From an optimization exercise on the open Yosys and OpenROAD flow, aimed at small area, a short achievable clock period and few clock cycles per item; shortcuts taken in it are not production practice.
No functional check of the RTL was part of this run.
Power and IR drop assume default switching activity.

## design/flow/config.mk

```make
export PLATFORM = sky130hd
export DESIGN_NAME = arbiter
export DESIGN_NICKNAME = arbiter
export VERILOG_FILES = /design/flow/design.v
export SDC_FILE = /design/flow/constraint.sdc
export NUM_CORES = 4
export LEC_CHECK = 0
export CAP_MARGIN = 20
export CORE_MARGIN = 2
export CORE_UTILIZATION = 40
export SLEW_MARGIN = 20
```

## design/flow/constraint.sdc

```tcl
create_clock -name core_clock -period 4.0 [get_ports {axis_aclk}]
set_input_delay 0.8000 -clock core_clock [delete_from_list [all_inputs] [get_ports {axis_aclk}]]
set_output_delay 0.8000 -clock core_clock [all_outputs]
set_load 0.01 [all_outputs]
```

## design/flow/design.v

```verilog
module eb15_ctrl #(
    parameter S0 = 5'b1_0_10_0,
    parameter S1 = 5'b1_1_01_0,
    parameter S2 = 5'b0_1_00_0,
    parameter S3 = 5'b1_1_10_1,
    parameter S4 = 5'b0_1_00_1
) (
    input  s_valid,
    output s_ready,
    output m_valid,
    input  m_ready,
    output en0, en1, sel,
    input  clk, reset_n
);
reg [4:0] state, state_nxt;
always @(posedge clk or negedge reset_n)
    if (~reset_n) state <= S0;
    else          state <= state_nxt;
always @*
    casez({state, s_valid, m_ready})
        {S0, 2'b1?} : state_nxt = S1;
        {S1, 2'b01} : state_nxt = S0;
        {S1, 2'b10} : state_nxt = S2;
        {S1, 2'b11} : state_nxt = S3;
        {S2, 2'b?1} : state_nxt = S3;
        {S3, 2'b01} : state_nxt = S0;
        {S3, 2'b10} : state_nxt = S4;
        {S3, 2'b11} : state_nxt = S1;
        {S4, 2'b?1} : state_nxt = S1;
        default       state_nxt = state;
    endcase
assign s_ready = state[4];
assign m_valid = state[3];
assign en0     = state[2] & s_valid;
assign en1     = state[1] & s_valid;
assign sel     = state[0];
endmodule
`default_nettype none
module elbuf_ctrl (
    input   wire           clk,
    input   wire           reset_n,
    input   wire           s0_valid,
    output  wire           s0_ready,
    output  wire           m0_valid,
    input   wire           m0_ready,
    output  wire           en0_0,
    output  wire           en0_1,
    output  wire           sel0
);
wire             req0, ack0, ack0_0, req0_0;
assign req0 = s0_valid;
assign s0_ready = ack0;
wire ack0m, req0m;
eb15_ctrl u_eb15_ctrl(
	.s_valid (req0 ),
    .s_ready (ack0 ),
    .m_valid (req0m ),
    .m_ready (ack0m ),
    .en0     (en0_0 ),
    .en1     (en0_1 ),
    .sel     (sel0  ),
    .clk     (clk   ),
    .reset_n (reset_n )
);
assign req0_0 = req0m;
assign ack0m = ack0_0;
assign m0_valid = req0_0;
assign ack0_0 = m0_ready;
endmodule  
`default_nettype wire
module elbuf (
    input              clk,
    input              reset_n,
    input       [32:0] s0_data,
    input              s0_valid,
    output             s0_ready,
    output      [32:0] m0_data,
    output             m0_valid,
    input              m0_ready
);
wire      [32:0] dat0, dat0_nxt;
assign dat0_nxt = s0_data; 
assign m0_data = dat0; 
wire en0_0, en0_1, sel0;
reg [32:0] dat0_r0, dat0_r1;
always @(posedge clk) if (en0_0) dat0_r0 <= dat0_nxt;
always @(posedge clk) if (en0_1) dat0_r1 <= dat0_nxt;
assign dat0 = sel0 ? dat0_r1 : dat0_r0;
elbuf_ctrl u_elbuf_ctrl(
	.clk      (clk      ),
    .reset_n  (reset_n  ),
    .s0_valid (s0_valid ),
    .s0_ready (s0_ready ),
    .m0_valid (m0_valid ),
    .m0_ready (m0_ready ),
    .en0_0    (en0_0    ),
    .en0_1    (en0_1    ),
    .sel0     (sel0     )
);
endmodule
`timescale 1 ns / 1 ps
`default_nettype none
module arbiter
(
	input  wire          axis_aclk,
	input  wire          axis_aresetn,
	input  wire [31 : 0] s0a_axis_tdata,
	input  wire  		 s0a_axis_tvalid,
	output wire  		 s0a_axis_tready,
	input  wire  		 s0a_axis_tlast,
	input  wire [31 : 0] s0b_axis_tdata,
	input  wire          s0b_axis_tvalid,
	output wire          s0b_axis_tready,
	input  wire          s0b_axis_tlast,
	output wire [31 : 0] m0k_axis_tdata,
	output wire          m0k_axis_tvalid,
	input wire           m0k_axis_tready,
	output wire          m0k_axis_tlast,
    output wire          m0k_axis_a,
    output wire          m0k_axis_b
);
reg arb;
wire [31:0] dat0, dat1;
wire dat0_last, dat1_last;
wire ack0, req0;
wire ack1, req1;
wire s_ready;
elbuf u_elbuf0(
	.clk      (axis_aclk       ),
    .reset_n  (axis_aresetn    ),
    .s0_data  ({s0a_axis_tlast, s0a_axis_tdata}),
    .s0_valid (s0a_axis_tvalid ),
    .s0_ready (s0a_axis_tready ),
    .m0_data ({dat0_last, dat0}),
    .m0_valid (req0),
    .m0_ready (ack0)
);
elbuf u_elbuf1(
	.clk      (axis_aclk       ),
    .reset_n  (axis_aresetn    ),
    .s0_data  ({s0b_axis_tlast, s0b_axis_tdata}),
    .s0_valid (s0b_axis_tvalid ),
    .s0_ready (s0b_axis_tready ),
    .m0_data ({dat1_last, dat1}),
    .m0_valid (req1),
    .m0_ready (ack1)
);
wire [31:0] dat0_nxt;
wire dat0_nlast, dat0_nreq;
assign dat0_nxt = (arb) ? dat1 : dat0;
assign dat0_nlast = (arb) ? dat1_last: dat0_last;
assign dat0_nreq = (arb) ? req1 : req0;
assign {ack1, ack0} = (arb) ? {s_ready, 1'b0} : {1'b0, s_ready};
wire m_valid, en0_0, en0_1, sel0;
eb15_ctrl u_eb15_ctrl(
    .s_valid (dat0_nreq      ),
    .s_ready (s_ready        ),
    .m_valid (m_valid        ),
    .m_ready (m0k_axis_tready),
    .en0     (en0_0          ),
    .en1     (en0_1          ),
    .sel     (sel0           ),
    .clk     (axis_aclk      ),
    .reset_n (axis_aresetn   )
);
wire take = dat0_nreq & s_ready;
reg  lock;
always @(posedge axis_aclk or negedge axis_aresetn)
    if (~axis_aresetn) lock <= 1'b0;
    else if (take) lock <= ~dat0_nlast;
always @(posedge axis_aclk or negedge axis_aresetn)
    if (~axis_aresetn) arb <= 1'b0;
    else if (take ? dat0_nlast : (~lock & ~dat0_nreq)) arb <= ~arb;
reg [33:0] dat0_r0, dat0_r1;
wire [33:0] dat0_r;
always @(posedge axis_aclk) if (en0_0) dat0_r0 <= {arb, dat0_nlast, dat0_nxt};
always @(posedge axis_aclk) if (en0_1) dat0_r1 <= {arb, dat0_nlast, dat0_nxt};
assign dat0_r = sel0 ? dat0_r1 : dat0_r0;
assign m0k_axis_tvalid = m_valid;
assign m0k_axis_tdata = dat0_r[31:0];
assign m0k_axis_tlast = dat0_r[32];
assign m0k_axis_a = ~dat0_r[33];
assign m0k_axis_b = dat0_r[33];
endmodule
`default_nettype wire
```

## design/flow/run.sh

```bash
#!/bin/bash
# synth_recipe.tcl (not shown) runs the flow's synth.tcl, then flattens the netlist and writes it again
# the make line also repeats each setting of config.mk as NAME=value (left out here)
make -C /OpenROAD-flow-scripts/flow DESIGN_CONFIG=/design/flow/config.mk WORK_HOME=/design/flow/orfs CLKGATE_MAP_FILE= SYNTH_SCRIPT=/design/flow/synth_recipe.tcl finish
```

==> results by group <==
Worst hold path
  – Min-delay worst type: reg2reg

Layout
  – Commonest non-fill, non-tap cell in the layout: edfxtp_1
  – Final Cell Area: 10600 um2
  – Layout cells sized above 1: 14.2%
  – Most frequent cells in the layout: edfxtp_1 (200), clkdlybuf4s50_1 (108), mux2i_1 (37)
  – Util after Layout: 50.2%
  – Area Overhead vs Synth: 22.5%
  – Fin cells: 916
  – Nets: 695
  – N_diodes: 0

Floorplan
  – Die Y: 151 um
  – Initial core utilization: 41.0%
  – FP Rows: 53
  – Total die area: 22800 um2
  – Die width: 151 um
  – Ports: 109
  – Core Box Area: 21100 um2

Clock tree
  – Post-CTS resize count: 0
  – Setup Buffers After CTS: 0
  – CTS tree: built
  – Number of CTS-inserted buffers: 23
  – Clock Latency Late Sink: 500 ps
  – Clock tree buffer depth: 3
  – Clock Sinks: 217
  – CTS clk-pin slew, worst paths: 60 ps
  – H-Tree Depth: 1
  – Number of hold buffers added after CTS: 0
  – CTS root buf: clkbuf_16

GRT
  – Largest net degree at the start of global routing: 47
  – GRT overflow: 0
  – Vias in the first global route: 5048
  – GRT Overall Usage: 15.2%
  – Initial antenna violation count: 0
  – First-pass GRT wire length: 26500 um

Power and ir drop
  – Pleak: 3.73 nW
  – Total chip power: 4.52 mW
  – Sw Share: 19.2%
  – Peak VDD IR: 0.298 mV
  – Net switching power figure: 867 uW
  – Cell-internal power: 3.65 mW
  – Clock power share: 40.9%
  – Logic gate share of total power: 2.8%
  – Sequential group share of total power: 56.3%
  – Pwr/cell area: 427 nW/um2

Detailed routing
  – 1st-iter DRT viols: 361
  – Vias: 4770
  – Routed wire length: 17100 um
  – Avg Vias per Cell: 5.21
  – Residual DRC count: 0
  – Drt wl/cell: 18.7 um
  – DR pass1 iterations: 4
  – Antenna-violating nets left: 0

Placed design
  – Dpl cell area: 9940 um2
  – # port buffers: 108
  – GP Congestion: 0.799
  – Final HPWL DP: 10700 um
  – Placed cells: 874

Worst setup path
  – Critical Path RT: 3200 ps
  – Reg-to-reg endpoint: dat0_r1[14]
  – Buffers & Inverters on Critical Path: 1
  – Worst path slowest cell: dfrtp_2
  – Worst setup path end: m0k_axis_tdata[31]
  – Crit Path Category: reg2out
  – Crit end category: primary output
  – CP cell instances: mux2_2, clkdlybuf4s50_1
  – Critical path peak fanout: 41
  – Worst setup SP type: flop
  – R2R depth: 2
  – CP startpoint: u_eb15_ctrl.state[0]
  – Arr. time, crit path: 2430 ps
  – Family with the most delay on the worst path: flip-flops
  – Levels on crit path: 2
  – RR Startpoint: arb
  – Register-to-Register Setup Slack: 1650 ps
  – Crit path largest cell delay: 1000 ps

STA
  – Setup TNS: 0 ps
  – Final hold vios: 0
  – Slew Viols, Final: 0
  – Worst-margin pin slew: 1000 ps
  – Final Skew: 6.14 ps
  – Fmax: 309 MHz
  – Period utilization: 80.8%
  – Tmin final: 3230 ps
  – Setup Viol. Count Final: 0
  – Slew margin rel.: 33.1%
  – Unrepaired setup endpoints after global routing: false

Outcome
  – Outcome: finished clean

Synthesis
  – Syn Inst Count: 519
  – Async set-or-reset flop fraction in the synthesized netlist: 7.83%
  – Syn Area/Cell: 16.7 um2
  – Netlist cell types: 54
  – #FFs+latches synth: 217
  – Mapped Area: 8650 um2
  – Syn_nets: 590
  – Main synth FF type: edfxtp_1
  – Sequential share of the synthesized area: 74.5%
  – EDFF count, synth: 200
  – Yosys warning total: 3

Job
  – Max-cap viol count: 0
through the flow:
step                      setup WS, ps  hold slack [ps]
final                              768              508
after global routing               637              559
after CTS                          706              519
after detailed placement          1250              485
after global placement            1270              465
after floorplan                   1920              450
kinds of logic (layout without fill, tap and decap cells):
logic type	count (synthesis)	after routing	share of synthesized area [%]
and+or+nand+nor	98	98	6.80
AOI/OAI and AO/OA	94	94	7.37
DFF	217	217	74.5
muxes	73	73	9.01
xor gates and xnor gates	3	3	0.304
buffers and inverters	34	156	2.05
final cells by class:
type,count,area [um2]
fillers,1789,10500
multi-input cells,268,2040
clock inverters,14,61.3
well taps,275,344
flip-flops and latches,217,6440
repair buffers,111,1100
clock buffers,28,594
inverters,3,11.3
how the worst min path moves through the flow:
stage	from	to	slack (ps)	depth (start not counted)
6_report	lock	lock	510	2
5_1_grt	lock	lock	560	2
4_1_cts	lock	lock	520	2
3_5_place_dp	lock	lock	480	2
3_3_place_gp	lock	lock	470	2
2_1_floorplan	lock	lock	450	2
power groups by stage:
stage	clock [mW]	sequential [mW]	combinational (mW)
final	1.85	2.54	0.126
after global routing	1.99	2.55	0.137
after CTS	1.91	2.54	0.129
after detailed placement	0	2.59	0.129
after global placement	0	2.59	0.125
after floorplan	0	2.59	0.0303
routing by layer:
layer	part of all wire [%]	up-vias	GRT usage, %
met5	0	-	0
met4	1.8	0	4.86
met3	6.3	28	3.73
met2	53	130	28.1
met1	39	2369	17.1
li1	-	2243	-
Yosys cell counts, drive strengths merged (3+ instances only):
cell type | n | share of area [%]
edfxtp | 200 | 69
mux2i | 37 | 4.3
mux2 | 36 | 4.7
a21oi | 34 | 2.0
nor2b | 34 | 2.5
a211oi | 33 | 2.9
buf | 20 | 1.3
nand2 | 16 | 0.69
clkbuf | 11 | 0.61
dfrtp | 11 | 3.2
nor2 | 9 | 0.39
and2 | 7 | 0.52
dfstp | 6 | 1.8
nand3 | 6 | 0.35
o21ai | 6 | 0.35
a31o | 4 | 0.41
and3b | 3 | 0.32
inv | 3 | 0.13
nand3b | 3 | 0.26
nand4b | 3 | 0.30
nor3b | 3 | 0.26
or3 | 3 | 0.22
xor2 | 3 | 0.30
worst min-delay path: stages (launching register included):
cell and delay [ps]:
dfrtp_1 350, nand2_1 50, o21ai_0 70
flip-flops by register name, summed over array words and instances (netlist names):
signal and count:
arb 1, dat0_r0 34, dat0_r1 34, lock 1, u_eb15_ctrl.state 5, u_elbuf0.dat0_r0 33, u_elbuf0.dat0_r1 33, u_elbuf0.u_elbuf_ctrl.u_eb15_ctrl.state 5
u_elbuf1.dat0_r0 33, u_elbuf1.dat0_r1 33, u_elbuf1.u_elbuf_ctrl.u_eb15_ctrl.state 5

static timing again, ports no longer ideal:
No port has a modelled driver above. Below, the same layout with a new extraction and two added sets of constraints.
Step 1 sets driving cells, clkbuf_16 on the clock port and buf_2 on the other inputs (assumed; they add their load-dependent delay and slew).
Step 2, shift: input delay + t, output delay - t, t = (earliest + latest rising clock arrival at the registers) / 2. This alone moves slack from input paths to output paths.
Slacks: no drivers / after step 1 / after step 2; pairs: no drivers / after step 1.
t, ns: 0.537
slack for setup (ns): 0.768 / 0.729 / 1.266
hold WS [ns]: 0.508 / 0.508 / 0.508
latest minus earliest clock arrival (ns): 0.008 / 0.008
After both steps setup and hold are still met in this run. For this run, drivers alone change the setup slack by -0.039 ns; drivers and shift together by +0.498 ns.
